This design comes from an exercise in tuning for small area and a short achievable clock period on the open sky130 flow, not from production work.
RTL that was checked went through simulation tests only; none was proved equivalent to the original.
Power is estimated from default activity; no workload was simulated.

== job 3203 ==
// user_logic
module user_logic
(
  Bus2IP_Clk,                      
  Bus2IP_Reset,                    
  Bus2IP_Data,                     
  Bus2IP_BE,                       
  Bus2IP_RdCE,                     
  Bus2IP_WrCE,                     
  IP2Bus_Data,                     
  IP2Bus_RdAck,                    
  IP2Bus_WrAck,                    
  IP2Bus_Error                     
);
Size in the first run: about 1600 cells after synthesis, ~79 I/O pins.
export LEC_CHECK = 0
export ABC_AREA = 0
export CAP_MARGIN = 20
export CORE_MARGIN = 2
export CORE_UTILIZATION = 40
export SETUP_SLACK_MARGIN = 4.0
export SLEW_MARGIN = 20
export SYNTH_HIERARCHICAL = 1
export SYNTH_MINIMUM_KEEP_SIZE = 0
create_clock -name core_clock -period 8.0 [get_ports {Bus2IP_Clk}]
standard.sh (not shown) runs the stock make flow with config.mk's settings and CLKGATE_MAP_FILE= SYNTH_SCRIPT=/design/flow/synth_recipe.tcl, a recipe that flattens the netlist after the stock synthesis.
==> flow/flow/run.sh <==
#!/bin/bash
set -euo pipefail
bash standard.sh "BUFFER_PORTS_ARGS=-buffer_cell sky130_fd_sc_hd__buf_2" \
  "CTS_ARGS=-sink_clustering_enable -repair_clock_nets -dont_use_dummy_load -sink_clustering_size 20" \
  finish > make.log 2>&1
Changes in job 2277 relative to job 3203:
diff --git a/flow/design.v b/flow/design.v
--- a/flow/design.v
+++ b/flow/design.v
@@ -1562,28 +1562,29 @@
     if (Bus2IP_Reset | rst_d)
       slv_reg2 <= 0;
     else
       slv_reg2 <= {prod[31], prod[30], prod[29], prod[28], prod[27], prod[26], prod[25], prod[24], prod[23], prod[22], prod[21], prod[20], prod[19], prod[18], prod[17], prod[16], prod[15], prod[14], prod[13], prod[12], prod[11], prod[10], prod[9], prod[8], prod[7], prod[6], prod[5], prod[4], prod[3], prod[2], prod[1], prod[0]};
   end
   genvar gi;
   generate for (gi = 0; gi < 32; gi = gi + 1) begin : g_rd
     wire many;
-    if (gi % 8 == 0) begin : g_dec
+    if (gi % 4 == 0) begin : g_dec
       wire n01, n2x;
       mul_nand2 u_n01 (.a(Bus2IP_RdCE[0]), .b(Bus2IP_RdCE[1]), .y(n01));
       mul_o21ai u_n2x (.a(Bus2IP_RdCE[0]), .b(Bus2IP_RdCE[1]), .c(Bus2IP_RdCE[2]), .y(n2x));
       mul_nand2 u_many (.a(n01), .b(n2x), .y(many));
     end else begin : g_use
-      assign many = g_rd[gi - gi % 8].many;
+      assign many = g_rd[gi - gi % 4].many;
     end
-    wire t01, t2;
-    mul_a22oi u_t01 (.a(Bus2IP_RdCE[0]), .b(slv_reg0[gi]), .c(Bus2IP_RdCE[1]), .d(slv_reg1[gi]), .y(t01));
-    mul_nand2 u_t2 (.a(Bus2IP_RdCE[2]), .b(slv_reg2[gi]), .y(t2));
-    mul_a21oi u_y (.a(t01), .b(t2), .c(many), .y(IP2Bus_Data[gi]));
+    wire n0, n1, n2;
+    mul_nand2 u_n0 (.a(Bus2IP_RdCE[0]), .b(slv_reg0[gi]), .y(n0));
+    mul_nand2 u_n1 (.a(Bus2IP_RdCE[1]), .b(slv_reg1[gi]), .y(n1));
+    mul_nand2 u_n2 (.a(Bus2IP_RdCE[2]), .b(slv_reg2[gi]), .y(n2));
+    mul_a31oi u_y (.a(n0), .b(n1), .c(n2), .d(many), .y(IP2Bus_Data[gi]));
   end endgenerate
   assign IP2Bus_WrAck = Bus2IP_WrCE[0] | Bus2IP_WrCE[1] | Bus2IP_WrCE[2];
   assign IP2Bus_RdAck = Bus2IP_RdCE[0] | Bus2IP_RdCE[1] | Bus2IP_RdCE[2];
   assign IP2Bus_Error = 1'b0;
 endmodule
 module mul_fa (input a, input b, input c, output s, output co);
   assign s  = a ^ b ^ c;
   assign co = (a & b) | (a & c) | (b & c);
@@ -1599,23 +1600,20 @@
   assign y = (a & b) | (c & d);
 endmodule
 module mul_x2 (input a, input b, output y);
   assign y = a ^ b;
 endmodule
 module mul_o21ai (input a, input b, input c, output y);
   assign y = ~((a | b) & c);
 endmodule
-module mul_a22oi (input a, input b, input c, input d, output y);
-  assign y = ~((a & b) | (c & d));
-endmodule
 module mul_nand2 (input a, input b, output y);
   assign y = ~(a & b);
 endmodule
-module mul_a21oi (input a, input b, input c, output y);
-  assign y = ~((a & b) | c);
+module mul_a31oi (input a, input b, input c, input d, output y);
+  assign y = ~((a & b & c) | d);
 endmodule
 module mul_maj3 (input a, input b, input c, output y);
   assign y = (a & b) | (a & c) | (b & c);
 endmodule
 module mul_omux (input many, input s0, input s1, input s2, input d0, input d1, input d2, output y);
   assign y = ~many & ((s0 & d0) | (s1 & d1) | (s2 & d2));
 endmodule
Findings:
- Compared job 2277 against job 3203; portion of the layout cell area used by clock cells within noise.
- Looking at highest metal layer with signal wires, the met5 result is from job 2277; the met4 one comes from job 3203.
- Of job 2277 and job 3203, job 2277 shows the lower die extent in x, with job 3203 above it.
- Wire length of the first global-routing pass: job 3203 vs job 2277, no meaningful difference
- Placed instance count (job 2277 vs. job 3203) increases slightly
- Routed via count ends up lower on job 2277.
- NOTE: global-route usage in job 2277 exceeds that of job 3203
- Job 2277 -> job 3203: final-layout clock buffer total delta 0, exact match
For job 2277, only the layout was checked, not whether the RTL still works.

---

user_logic, a different RTL version from the one above (not shown whole).
Size in the first run: roughly 170 flip-flops, ~79 I/O pins, about 16000 sq um of cells after synthesis.
## user_logic
module user_logic
(
  Bus2IP_Clk,                      
  Bus2IP_Reset,                    
  Bus2IP_Data,                     
  Bus2IP_BE,                       
  Bus2IP_RdCE,                     
  Bus2IP_WrCE,                     
  IP2Bus_Data,                     
  IP2Bus_RdAck,                    
  IP2Bus_WrAck,                    
  IP2Bus_Error                     
);
parameter C_SLV_DWIDTH                   = 32;
parameter C_NUM_REG                      = 3;
input                                     Bus2IP_Clk;
input                                     Bus2IP_Reset;
input      [0 : C_SLV_DWIDTH-1]           Bus2IP_Data;
input      [0 : C_SLV_DWIDTH/8-1]         Bus2IP_BE;
input      [0 : C_NUM_REG-1]              Bus2IP_RdCE;
input      [0 : C_NUM_REG-1]              Bus2IP_WrCE;
output     [0 : C_SLV_DWIDTH-1]           IP2Bus_Data;
output                                    IP2Bus_RdAck;
output                                    IP2Bus_WrAck;
output                                    IP2Bus_Error;
  reg  [0:31] slv_reg0;    
  reg  [0:31] slv_reg1;    
  reg  [0:31] slv_reg2;    
  reg         rst_d;       
  integer     byte_index;
  reg [0:31] a_next, b_next;
  always @(*) begin
    a_next = slv_reg0;
    b_next = slv_reg1;
    if (Bus2IP_Reset == 1) begin
      a_next = 0;
      b_next = 0;
    end else
      case (Bus2IP_WrCE)
        3'b100 :
          for (byte_index = 0; byte_index <= 3; byte_index = byte_index + 1)
            if (Bus2IP_BE[byte_index] == 1)
              a_next[byte_index*8 +: 8] = Bus2IP_Data[byte_index*8 +: 8];
        3'b010 :
          for (byte_index = 0; byte_index <= 3; byte_index = byte_index + 1)
            if (Bus2IP_BE[byte_index] == 1)
              b_next[byte_index*8 +: 8] = Bus2IP_Data[byte_index*8 +: 8];
        default : ;
  ...
clock: 8.0 ns
lec_check: 0
abc_area: 0
cap_margin: 20
core_margin: 2
core_utilization: 40
setup_slack_margin: 4.0
slew_margin: 20
synth_hierarchical: 1
synth_minimum_keep_size: 0
run.sh (not shown) runs the stock make flow with config.mk's settings and CLKGATE_MAP_FILE= SYNTH_SCRIPT=/design/flow/synth_recipe.tcl, a recipe that flattens the netlist after the stock synthesis.
Stock flow here: none of the scripts above is used.
Next try:
--- a/flow/design.v
+++ b/flow/design.v
@@ -1561,21 +1561,24 @@
   always @(posedge Bus2IP_Clk) begin
     if (Bus2IP_Reset | rst_d)
       slv_reg2 <= 0;
     else
       slv_reg2 <= {prod[31], prod[30], prod[29], prod[28], prod[27], prod[26], prod[25], prod[24], prod[23], prod[22], prod[21], prod[20], prod[19], prod[18], prod[17], prod[16], prod[15], prod[14], prod[13], prod[12], prod[11], prod[10], prod[9], prod[8], prod[7], prod[6], prod[5], prod[4], prod[3], prod[2], prod[1], prod[0]};
   end
   genvar gi;
   generate for (gi = 0; gi < 32; gi = gi + 1) begin : g_rd
     wire many;
     if (gi % 8 == 0) begin : g_dec
-      mul_maj3 u_many (.a(Bus2IP_RdCE[0]), .b(Bus2IP_RdCE[1]), .c(Bus2IP_RdCE[2]), .y(many));
+      wire n01, n2x;
+      mul_nand2 u_n01 (.a(Bus2IP_RdCE[0]), .b(Bus2IP_RdCE[1]), .y(n01));
+      mul_o21ai u_n2x (.a(Bus2IP_RdCE[0]), .b(Bus2IP_RdCE[1]), .c(Bus2IP_RdCE[2]), .y(n2x));
+      mul_nand2 u_many (.a(n01), .b(n2x), .y(many));
     end else begin : g_use
       assign many = g_rd[gi - gi % 8].many;
     end
     wire t01, t2;
     mul_a22oi u_t01 (.a(Bus2IP_RdCE[0]), .b(slv_reg0[gi]), .c(Bus2IP_RdCE[1]), .d(slv_reg1[gi]), .y(t01));
     mul_nand2 u_t2 (.a(Bus2IP_RdCE[2]), .b(slv_reg2[gi]), .y(t2));
     mul_a21oi u_y (.a(t01), .b(t2), .c(many), .y(IP2Bus_Data[gi]));
   end endgenerate
   assign IP2Bus_WrAck = Bus2IP_WrCE[0] | Bus2IP_WrCE[1] | Bus2IP_WrCE[2];
   assign IP2Bus_RdAck = Bus2IP_RdCE[0] | Bus2IP_RdCE[1] | Bus2IP_RdCE[2];
@@ -1591,20 +1594,23 @@
 endmodule
 module mul_o22ai (input a, input b, input c, input d, output y);
   assign y = ~((a | b) & (c | d));
 endmodule
 module mul_ao22 (input a, input b, input c, input d, output y);
   assign y = (a & b) | (c & d);
 endmodule
 module mul_x2 (input a, input b, output y);
   assign y = a ^ b;
 endmodule
+module mul_o21ai (input a, input b, input c, output y);
+  assign y = ~((a | b) & c);
+endmodule
 module mul_a22oi (input a, input b, input c, input d, output y);
   assign y = ~((a & b) | (c & d));
 endmodule
 module mul_nand2 (input a, input b, output y);
   assign y = ~(a & b);
 endmodule
 module mul_a21oi (input a, input b, input c, output y);
   assign y = ~((a & b) | c);
 endmodule
 module mul_maj3 (input a, input b, input c, output y);
- The new run finished with timing, DRC and antenna clean
- global-route usage went up by 0.66 points
- first-iteration DRC count grows by 26%
- design area came out higher by 0.47%
- clock power rose by 3.7%
- wire length is about the same
- via count is lower by 2.5%
- non-clock buffer count rose by 1
- clock-buffer cell count is unchanged
- power went up by about 1.7%
- utilization came out higher by 0.57 points
- cell count decreases by about 2.3%
- combinational power increases by about 3%
For the first run of this note, only the layout was checked, not whether the RTL still works.

## separate check: timing with driven ports
In the flow no input, the clock included, has a driving cell. The finished layouts below were timed again as built, in two steps.
Step 1 assumes that a clkbuf_16 drives the clock port and a buf_2 every other input.
Step 2 times the ports against the registers' clock, not the clock port: input delays grow and output delays shrink by t, the midpoint of the rising clock arrivals with the driver on.
Three values: no drivers, after step 1, after step 2; two values: the first two.
run	t (ns)	slack for setup (ns)	hold slack, ns	worst setup path after step 2	worst register clock-pin slew, ns
job 3203	0.499	3.871 / 3.822 / 3.822	0.437 / 0.437 / 0.437	input to output	0.08 / 0.08
job 2277	0.497	3.965 / 3.782 / 3.782	0.428 / 0.428 / 0.428	input to output	0.08 / 0.08
the first run of note 2	0.502	3.770 / 3.725 / 3.725	0.433 / 0.433 / 0.433	input to output	0.09 / 0.09
the second run of note 2	0.514	3.812 / 3.752 / 3.752	0.435 / 0.435 / 0.435	input to output	0.08 / 0.08
After both steps setup and hold are still met in every run listed. For job 2277, which loses most, drivers alone change the setup slack by -0.183 ns; drivers and shift together by -0.183 ns.
